Background: an optimization exercise with open tools, aiming at small area. Do not read the settings as production practice. Only simulation tests tie the RTL to the original design; equivalence was not proved. Power and IR drop assume default switching activity.

`design/flow/design.v`:
```
module router_fifo(clk,resetn,soft_reset,write_enb,read_enb,d_in,lfd_state,empty,d_out,full);
	input clk,resetn,soft_reset,read_enb,write_enb,lfd_state;
	input [7:0]d_in;
	output empty,full;
	output reg [7:0]d_out;
	reg temp;
	reg [4:0]write_enb_ptr,read_enb_ptr;
	reg [6:0]count;
	reg [8:0] mem [15:0];
	integer i,j;
	assign full = (write_enb_ptr[4]!=read_enb_ptr[4])&&(write_enb_ptr[3:0]==read_enb_ptr[3:0]);
	assign empty = (write_enb_ptr==read_enb_ptr);
	always@(posedge clk)
		begin
			if(!resetn)
				begin
				temp<=0;
				end
			else
				begin
				temp<=lfd_state;
				end
		end
	always@(posedge clk)
		begin
			if(!resetn)
				begin
					for(i=0;i<16;i=i+1)
						begin
							mem[i]<=0;
							write_enb_ptr<=0;
						end
				end
			else if(soft_reset)
				begin
					for(j=0;j<16;j=j+1)
						begin
							mem[j]<=0;
							write_enb_ptr<=0;
						end
				end
			else if(write_enb && !full)
				begin 
					{mem[write_enb_ptr[3:0]][8],mem[write_enb_ptr[3:0]][7:0]}<={temp,d_in};
					write_enb_ptr<=write_enb_ptr+1'b1;
				end
			else
				write_enb_ptr<=write_enb_ptr;
		end
	always@(posedge clk)
		begin
				if(!resetn)
					begin
						d_out<=8'b0;
						read_enb_ptr<=0;
					end
				else if(soft_reset)
					begin
						d_out<=8'b0;
						read_enb_ptr<=0;
					end
				else if(read_enb && !empty)
					begin
						d_out<=mem[read_enb_ptr[3:0]][7:0];
						read_enb_ptr<=read_enb_ptr+1'b1;
					end
				else
					d_out<=8'b0;
		end
	always@(posedge clk)
		begin
			if(!resetn)
				count<=0;
			else if(soft_reset)
				count<=0;
			else if(read_enb && !empty)
				begin
					if(mem[read_enb_ptr[3:0]][8]==1)
						count<=mem[read_enb_ptr[3:0]][7:2]+1'b1;
					else
						count<=count-1'b1;
				end
			else
				count<=count;
		end 
endmodule
module router_fsm(clk,resetn,pkt_valid,d_in,fifo_full,empty_0,empty_1,
                  empty_2,soft_reset_0,soft_reset_1,soft_reset_2,parity_done,
						low_pkt_valid,write_enb_reg,detect_add,ld_state,laf_state,lfd_state,
						full_state,rst_int_reg,busy);
			input [1:0]d_in;
			input clk,resetn,pkt_valid,fifo_full,empty_0,empty_1,empty_2,soft_reset_0,
			      soft_reset_1,soft_reset_2,parity_done,low_pkt_valid;
			output write_enb_reg,detect_add,ld_state,laf_state,lfd_state,full_state,rst_int_reg,busy;
			parameter DECODE_ADDRESS = 3'b000,
			          LOAD_FIRST_DATA = 3'b001,
						 WAIT_TILL_EMPTY = 3'b010,
						 LOAD_DATA = 3'b011,
						 LOAD_PARITY = 3'b100,
						 FIFO_FULL_STATE = 3'b101,
						 LOAD_AFTER_FULL = 3'b110,
						 CHECK_PARITY_ERROR = 3'b111;
			reg [2:0]next_state,present_state;
			always@(posedge clk)
			   begin
				   if(!resetn)
					    present_state <= DECODE_ADDRESS;
					else if(((soft_reset_0) && (d_in[1:0]==2'b00)) || 
					        ((soft_reset_1) && (d_in[1:0]==2'b01)) || 
							  ((soft_reset_2) && (d_in[1:0]==2'b10)))
					    present_state <= DECODE_ADDRESS;
					else
					    present_state <= next_state;
				end
			always@(*)
			   begin
				  case(present_state)
				      DECODE_ADDRESS : begin
						                    if((pkt_valid && (d_in[1:0]==2'd0) && empty_0) ||
												     (pkt_valid && (d_in[1:0]==2'd1) && empty_1) ||
													  (pkt_valid && (d_in[1:0]==2'd2) && empty_2))
													  next_state = LOAD_FIRST_DATA;
												  else if((pkt_valid && (d_in[1:0]==2'd0) && !empty_0) ||
												          (pkt_valid && (d_in[1:0]==2'd1) && !empty_1) ||
													      (pkt_valid && (d_in[1:0]==2'd2) && !empty_2))
													  next_state = WAIT_TILL_EMPTY;
												  else
												     next_state = DECODE_ADDRESS;
					  					     end
						LOAD_FIRST_DATA : begin
						                     next_state = LOAD_DATA;
											   end
						WAIT_TILL_EMPTY : begin
						                     if((empty_0 && (d_in[1:0]==2'b00)) ||
													   (empty_1 && (d_in[1:0]==2'b01)) ||
														(empty_2 && (d_in[1:0]==2'b10)))
														next_state = LOAD_FIRST_DATA;
													else
													  next_state = WAIT_TILL_EMPTY;
											   end
					   LOAD_DATA : begin
						               if(fifo_full==1'b1)
											     next_state = FIFO_FULL_STATE;
											else if(!fifo_full && !pkt_valid)
											     next_state = LOAD_PARITY;
											else 
											     next_state = LOAD_DATA;
									   end
						LOAD_PARITY : begin
											  next_state = CHECK_PARITY_ERROR;
										  end
						FIFO_FULL_STATE : begin
						                      if(!fifo_full)
													     next_state = LOAD_AFTER_FULL;
													 else
													     next_state = FIFO_FULL_STATE;
											   end
					   LOAD_AFTER_FULL : begin
						                      if(!parity_done && low_pkt_valid)
													       next_state = LOAD_PARITY;
													 else if(!parity_done && !low_pkt_valid)
                                              next_state = LOAD_DATA;
                                        else if(parity_done == 1'b1)
                                              next_state = DECODE_ADDRESS;
                                        else
															 next_state = LOAD_AFTER_FULL;
											  end
						CHECK_PARITY_ERROR : begin
													   if(!fifo_full)
															next_state = DECODE_ADDRESS;
														else
														   next_state = FIFO_FULL_STATE;
													end
						default : next_state = DECODE_ADDRESS;
				  endcase
			   end
         assign detect_add = (present_state == DECODE_ADDRESS)?1'b1:1'b0;
		   assign lfd_state = (present_state == LOAD_FIRST_DATA)?1'b1:1'b0;
			assign ld_state = (present_state == LOAD_DATA)?1'b1:1'b0;
			assign write_enb_reg = ((present_state == LOAD_DATA) ||
											(present_state == LOAD_AFTER_FULL) || 
											(present_state == LOAD_PARITY))?1'b1:1'b0;
			assign full_state = (present_state == FIFO_FULL_STATE)?1'b1:1'b0;
			assign laf_state = (present_state == LOAD_AFTER_FULL)?1'b1:1'b0;
			assign rst_int_reg = (present_state == CHECK_PARITY_ERROR)?1'b1:1'b0;
			assign busy = ((present_state == LOAD_FIRST_DATA) || 
								(present_state == LOAD_PARITY) ||
								(present_state == FIFO_FULL_STATE) ||
								(present_state == LOAD_AFTER_FULL) ||
								(present_state == WAIT_TILL_EMPTY) ||
								(present_state == CHECK_PARITY_ERROR))?1'b1:1'b0;
endmodule
	module router_register(clk,resetn,pkt_valid,fifo_full,rst_int_reg,detect_add,
								ld_state,laf_state,full_state,lfd_state,parity_done,
								low_pkt_valid,error,d_out,d_in);
	input clk,resetn,pkt_valid,fifo_full,rst_int_reg,detect_add,
								ld_state,laf_state,full_state,lfd_state;
	input [7:0]d_in;
	output reg parity_done, low_pkt_valid,error;
	output reg [7:0]d_out;
	reg [7:0]header,full_state_byte,internal_parity,packet_parity;
	always@(posedge clk)
		begin
			if(!resetn)
				d_out<=8'b0;
			else if(lfd_state)
				d_out<=header;
			else if(ld_state && !fifo_full)
				d_out<=d_in;
			else if(laf_state)
				d_out<=full_state_byte;
			else
				d_out<=d_out;				
		end
	always@(posedge clk)
		begin
			if(!resetn)
				header<=8'b0;
			else if(detect_add && pkt_valid && d_in[1:0]!=2'b11)
				header<=d_in;
			else
				header<=header;
		end
	always@(posedge clk)
		begin
			if(!resetn)
				full_state_byte<=8'b0;
			else if(ld_state && fifo_full)
				full_state_byte<=d_in;
			else
				full_state_byte<=full_state_byte;
		end
	always@(posedge clk)
		begin
			if(!resetn)
				internal_parity<=8'b0;
			else if(detect_add)
				internal_parity<=8'b0;
			else if(lfd_state)
				internal_parity<=internal_parity^header;
			else if(pkt_valid && ld_state && !full_state)
				internal_parity<=internal_parity^d_in;
			else
				internal_parity<=internal_parity;
		end
	always@(posedge clk)
		begin
			if(!resetn)
				packet_parity<=8'b0;
			else if(ld_state && !pkt_valid)
				packet_parity<=d_in;
			else
				packet_parity<=packet_parity;
		end
	always@(posedge clk)
		begin
			if(!resetn)
				error<=1'b0;
			else
				begin
					if(parity_done)
						error<=(internal_parity!=packet_parity)?1'b1:1'b0;
				end	
		end
	always@(posedge clk)
		begin
			if(!resetn)
				parity_done<=1'b0;
			else if(ld_state && !full_state && !pkt_valid)
				parity_done<=1'b1;
			else if(laf_state && low_pkt_valid && !parity_done)
				parity_done<=1'b1;
			else
				begin
					if(detect_add)
						parity_done<=1'b0;
				end
		end
	always@(posedge clk)
		begin
			if(!resetn)
				low_pkt_valid<=1'b0;
			else
				begin
					if(rst_int_reg)
						low_pkt_valid<=1'b0;
					if(ld_state && !pkt_valid)
						low_pkt_valid<=1'b1;
				end
		end
endmodule
module router_syn(clk,resetn,d_in,write_enb_reg,detect_add,vld_out_0,vld_out_1,vld_out_2,read_enb_0,read_enb_1,read_enb_2,write_enb,fifo_full,empty_0,empty_1,empty_2,soft_reset_0,soft_reset_1,soft_reset_2,full_0,full_1,full_2);
	input clk,resetn,empty_0,empty_1,empty_2,full_0,full_1,full_2,detect_add,write_enb_reg,read_enb_0,read_enb_1,read_enb_2;
	input [1:0]d_in;
	output reg soft_reset_0,soft_reset_1,soft_reset_2,fifo_full;
	output reg [2:0] write_enb;
	output vld_out_0,vld_out_1,vld_out_2;
	reg [1:0]temp;
	reg [4:0]count;
	assign vld_out_0 = ~empty_0;
	assign vld_out_1 = ~empty_1;
	assign vld_out_2 = ~empty_2;
	always@(posedge clk)
		begin
			if(!resetn)
				temp<=0;
			else if(detect_add)
				temp<=d_in;
			else
				temp<=temp;
		end
	always@(*)
		begin
			case(temp)
				2'b00 : fifo_full = full_0;
				2'b01 : fifo_full = full_1;
				2'b10 : fifo_full = full_2;
				default : fifo_full = 1'b0;
			endcase
		end
	always@(*)
		begin
			if(write_enb_reg)
				begin
					case(temp)
						2'b00 : write_enb = 3'b001;
						2'b01 : write_enb = 3'b010;
						2'b10 : write_enb = 3'b100;
						default : write_enb = 3'b000;
					endcase
				end
			else
				write_enb = 3'b0;
		end
	always@(posedge clk)
		begin
			soft_reset_0<=1'b0;
			soft_reset_1<=1'b0;
			soft_reset_2<=1'b0;
			if(!resetn)
				count<=5'b0;
			else if(vld_out_0)
				begin
					if(!read_enb_0)
						begin
							if(count==5'd29)
								begin
									soft_reset_0<=1'b1;
									count<=5'b0;
								end
							else
								begin
									soft_reset_0<=1'b0;
									count<=count+5'b1;
								end
						end
					else
						count<=5'b0;
				end
			else if(vld_out_1)
				begin
					if(!read_enb_1)
						begin
							if(count==5'd29)
								begin
									soft_reset_1<=1'b1;
									count<=5'b0;
								end
							else
								begin
									soft_reset_1<=1'b0;
									count<=count+5'b1;
								end
						end
					else
						count<=5'b0;
				end
			else if(vld_out_2)
				begin
					if(!read_enb_2)
						begin
							if(count==5'd29)
								begin
									soft_reset_2<=1'b1;
									count<=5'b0;
								end
							else
								begin
									soft_reset_2<=1'b0;
									count<=count+5'b1;
								end
						end
					else
						count<=5'b0;
				end
			else
				count<=5'b0;
		end
endmodule
module router_top(clk,resetn,read_enb_0,read_enb_1,read_enb_2,d_in,pkt_valid,
		d_out_0,d_out_1,d_out_2,vld_out_0,vld_out_1,vld_out_2,
		error,busy);
	input clk,resetn,read_enb_0,read_enb_1,read_enb_2,pkt_valid;
	input [7:0]d_in;
	output vld_out_0,vld_out_1,vld_out_2,error,busy;
	output [7:0]d_out_0,d_out_1,d_out_2;
	wire [2:0]write_enb;
	wire [7:0]d_out;
	router_register register(clk,resetn,pkt_valid,fifo_full,rst_int_reg,detect_add,ld_state,laf_state,full_state,
				lfd_state,parity_done,low_pkt_valid,error,d_out,d_in);
	router_syn syn(clk,resetn,d_in[1:0],write_enb_reg,detect_add,vld_out_0,vld_out_1,vld_out_2,read_enb_0,read_enb_1,read_enb_2,
			write_enb,fifo_full,empty_0,empty_1,empty_2,soft_reset_0,soft_reset_1,soft_reset_2,full_0,full_1,full_2);
	router_fsm fsm(clk,resetn,pkt_valid,d_in[1:0],fifo_full,empty_0,empty_1,empty_2,soft_reset_0,soft_reset_1,soft_reset_2,
			parity_done,low_pkt_valid,write_enb_reg,detect_add,ld_state,laf_state,lfd_state,full_state,rst_int_reg,busy);
	router_fifo fifo_0(clk,resetn,soft_reset_0,write_enb[0],read_enb_0,d_out,lfd_state,empty_0,d_out_0,full_0);
	router_fifo fifo_1(clk,resetn,soft_reset_1,write_enb[1],read_enb_1,d_out,lfd_state,empty_1,d_out_1,full_1);
	router_fifo fifo_2(clk,resetn,soft_reset_2,write_enb[2],read_enb_2,d_out,lfd_state,empty_2,d_out_2,full_2);
endmodule
```
`design/flow/config.mk`:
```
export PLATFORM = sky130hd
export DESIGN_NAME = router_top
export DESIGN_NICKNAME = router_top
export VERILOG_FILES = /design/flow/design.v
export SDC_FILE = /design/flow/constraint.sdc
export NUM_CORES = 4
export LEC_CHECK = 0
export CAP_MARGIN = 20
export CORE_MARGIN = 2
export CORE_UTILIZATION = 40
export PLACE_DENSITY = 0.6
export SLEW_MARGIN = 20
```
`design/flow/run.sh`:
```
#!/bin/bash
# synth_recipe.tcl (not shown) runs the flow's synth.tcl, then flattens the netlist and writes it again
# the make line also repeats each setting of config.mk as NAME=value (left out here)
make -C /OpenROAD-flow-scripts/flow DESIGN_CONFIG=/design/flow/config.mk WORK_HOME=/design/flow/orfs CLKGATE_MAP_FILE= SYNTH_SCRIPT=/design/flow/synth_recipe.tcl finish
```
`design/flow/constraint.sdc`:
```
create_clock -name core_clock -period 5.0 [get_ports {clk}]
set_input_delay 1.0000 -clock core_clock [delete_from_list [all_inputs] [get_ports {clk}]]
set_output_delay 1.0000 -clock core_clock [all_outputs]
set_load 0.01 [all_outputs]
```
==> run summary <==
-- sequential cells by signal, summed over array words and instances (netlist names), 2 cells and up --
signal                    cells
fifo_0.write_enb_ptr          5
fifo_1.d_out                  8
fifo_2.d_out                  8
register.internal_parity      8
fifo_1.write_enb_ptr          5
fifo_1.read_enb_ptr           5
fifo_2.read_enb_ptr           5
register.full_state_byte      8
register.d_out                8
fsm.present_state             3
fifo_0.mem                  128
fifo_2.write_enb_ptr          5
syn.temp                      2
fifo_2.mem                  128
fifo_0.d_out                  8
fifo_1.mem                  128
register.packet_parity        8
syn.count                     5
fifo_0.read_enb_ptr           5
register.header               8
-- Yosys cell counts (8+ instances only) --
library cell  count
a22o_1            8
inv_1            25
mux4_2          120
xnor2_1          23
a211oi_1          8
and2_1          165
nand2b_1         14
nand4_1          11
clkbuf_1        122
edfxtp_1        384
buf_2            20
nand2_1          74
nor2b_1          19
dfxtp_1         110
xor2_1           32
o21ai_0          21
a21boi_0         13
nand3_1           9
nor2_1           61
and3_1          251
mux2i_1          22
ha_1             17
a22oi_1           8
a21o_1           10
-- cell type report --
class / instances / share of cell area [%]
sequential: 494 / 53.7
multi-input combinational: 971 / 32.6
clock buffer: 70 / 5.83
tap: 756 / 3.69
timing repair buffer: 82 / 2.81
clock inverter: 30 / 1.01
inverter: 25 / 0.366
antenna: 1 / 0.00976
-- critical path: cells and delay by family (launching register included) --
| family | cells | cell delay (ps) |
|---|---|---|
| xor+xnor | 1 | 220 |
| buf+inv | 2 | 630 |
| flops | 1 | 760 |
| simple gates | 2 | 680 |
-- routing by layer --
metal / up-vias / routed length, um / global-route usage (%)
li1: 6117 / - / -
met4: 0 / 1210 / 5.11
met2: 352 / 24500 / 28.5
met5: - / 0 / 0
met1: 6684 / 23700 / 26.0
met3: 80 / 2690 / 2.22
-- metrics by stage --
stage | total power, W | cells | worst slack, ps | util, % | instance area (um2)
2_1_floorplan | 0.00524 | 1648 | 2050 | - | 22800
4_1_cts | 0.00950 | 2428 | 1060 | 45.4 | 25600
3_5_place_dp | 0.00559 | 2328 | 906 | 42.3 | 23900
5_1_grt | 0.00975 | 2428 | 928 | 45.5 | 25600
6_report | 0.00942 | 2429 | 1100 | 45.5 | 25600
3_3_place_gp | 0.00557 | 2328 | 1020 | 42.3 | 23900
-- final timing paths --
kind	slack, ps	from	endpoint
max	1100	fifo_1.read_enb_ptr[2]	vld_out_1
min reg2reg	470	syn.count[0]	syn.count[0]
max reg2reg	1700	fsm.present_state[1]	fifo_2.mem[5][3]
min	470	syn.count[0]	syn.count[0]
-- power by group through the flow --
| stage | Sequential, W | Combinational, W | Clock (W) |
|---|---|---|---|
| after floorplan | 0.00469 | 0.000552 | 0 |
| after global placement | 0.00501 | 0.000554 | 0 |
| after detailed placement | 0.00502 | 0.000563 | 0 |
| after CTS | 0.00494 | 0.000565 | 0.00399 |
| after global routing | 0.00497 | 0.000608 | 0.00417 |
| final | 0.00494 | 0.000558 | 0.00393 |
-- placed cells by master, fill, tap and decap left out, types with 25 or more instances in the layout --
master / synthesis / routed
buf_4: 7 / 40
and2_1: 165 / 165
mux4_2: 120 / 120
inv_1: 25 / 25
dfxtp_1: 110 / 99
nor2_1: 61 / 61
and3_1: 251 / 251
clkdlybuf4s50_1: 0 / 42
nand2_1: 74 / 74
edfxtp_1: 384 / 384
xor2_1: 32 / 32
clkbuf_16: 0 / 55
-- cells by family after synthesis --
group | count (synthesis)
mux | 142
flops | 494
simple gates | 657
buf+inv | 183
xor+xnor | 56
compound gates | 99
fa+ha+maj | 17
==> run summary <==
WHS=473 ps; Flop pwr share=52.4%; hold path depth=1; clock slew at reported path FFs=60 ps; slew of the pin with the lowest slew margin=1100 ps; number of antenna violations at the first check in global routing=0; Avg Cell Area, Syn=13.8 um2; nets=1659; slowest CP cell=dfxtp_1; Worst setup EP type=output pin; Post-CTS Repair Setup Buffers=0; Final Hold Fails=0; CP arrival=2900 ps; sequential fraction of the synthesis area=60.2%; total routed wirelength=52100 um; Mapped Cells=1648; #FFs+latches synth=494; largest family of logic cells by synthesized area=simple AND/OR/NAND/NOR gates; WS Path Type=reg2out; synth unique cells=60; min-delay worst type=reg2reg; IO Pins=43; CP peak stage delay=760 ps; first-pass GRT wire length=82000 um; clock latency on the worst-skew pair=600 ps; remaining global-route overflow=0; Synth Area in Simple Gates=17.2%; area fraction in compound gates after synthesis=3.31%; Die Ht=243 um; CTS Hold Bufs=0; Clock Root Buffer=clkbuf_16; final setup fails=0; FF+latch area=13800 um2; # fillers=4992; gpl congestion=0.790; number of global-route vias before repair=13400; CORE AREA=56400 um2; Die W=243 um; Slew Limit Fails=0; switching share of power=24.4%; worst-path fanout max=12; max cap viols=0; setup repair after global routing missed its margin=no; status=no timing/DRC/antenna violations; row count=87; clk_skew=19.0 ps; sw power=0.00230 W; power per cell area=367 nW/um2; Multi-input gate area=8360 um2; CTS Buffer Depth=3; Post-Synth XOR/XNOR Area=2.23%; Post-DRT Antenna Nets=0; # H-tree levels=2; post-synthesis mux area share=12.8%; Leak Pwr=9.80 nW; clock power share=41.7%; DP HPWL=32700 um; Yosys Warn Count=23; GRT Util Overall=18.0%; WP data required=4000 ps; largest net degree at the start of global routing=50; Top FF cell, synth=edfxtp_1; cell taking the most area after synthesis=edfxtp_1; FMAX=256 MHz; First-pass DRT Iterations=5; vias per cell=5.45; drt wl/cell=21.4 um; cts repair resizes=0; Synth Net Count=1679; TritonCTS Buffers=54; Die Area=59000 um2; CP Launch Type=register; Rel. slew slack=26.4%; ys async rst share=0%; period utilisation layout=78.1%; 1st-iter DRT viols=1082; Worst VDD drop=264 uV; number of synthesized flops with an enable pin=384; Netlist Area Pre-Place=22800 um2; top cell type's share of synthesized area=50.5%; Syn-to-layout area delta=12.4%; input/output buffers=42; setup tns final=0 ps; CTS tree=done; CP cell instances=xnor2_1, nand4_1, nor2_1, inv_1, clkdlybuf4s50_1; vias after detailed routing=13200; share of cells above drive strength 1=17.3%; adder-cell area share of the yosys netlist=0.932%; Int Power=0.00712 W; CTS Sinks=494; power share of the combinational group=5.9%; R2R depth=6; minimum clock period after layout=3900 ps; largest cells by area after synthesis=edfxtp_1 51%, mux4_2 12%, dfxtp_1 9.7%; DRC Markers=0; initial core utilization=40.5%

port drivers added, routing unchanged:
The flow's constraints put no driver on any port. The routed layout listed below was extracted and timed again, unchanged, in two steps.
Step 1 (the two cells are an assumption about what drives the block):
set clk [get_ports {clk}]
set_driving_cell -lib_cell sky130_fd_sc_hd__clkbuf_16 $clk
set_driving_cell -lib_cell sky130_fd_sc_hd__buf_2 [delete_from_list [all_inputs] $clk]
Step 2, shift: input delay + t, output delay - t, t = (earliest + latest rising clock arrival at the registers) / 2. This alone moves slack from input paths to output paths.
Three values: no drivers, after step 1, after step 2; two values: the first two.
t, ns: 0.647
slack for setup (ns): 1.096 / 1.037 / 0.889
worst data-port slew with drivers (ns): 0.05
After both steps setup and hold are still met in this run. The setup slack of this run moves by -0.059 ns with the drivers and by -0.207 ns with both steps.
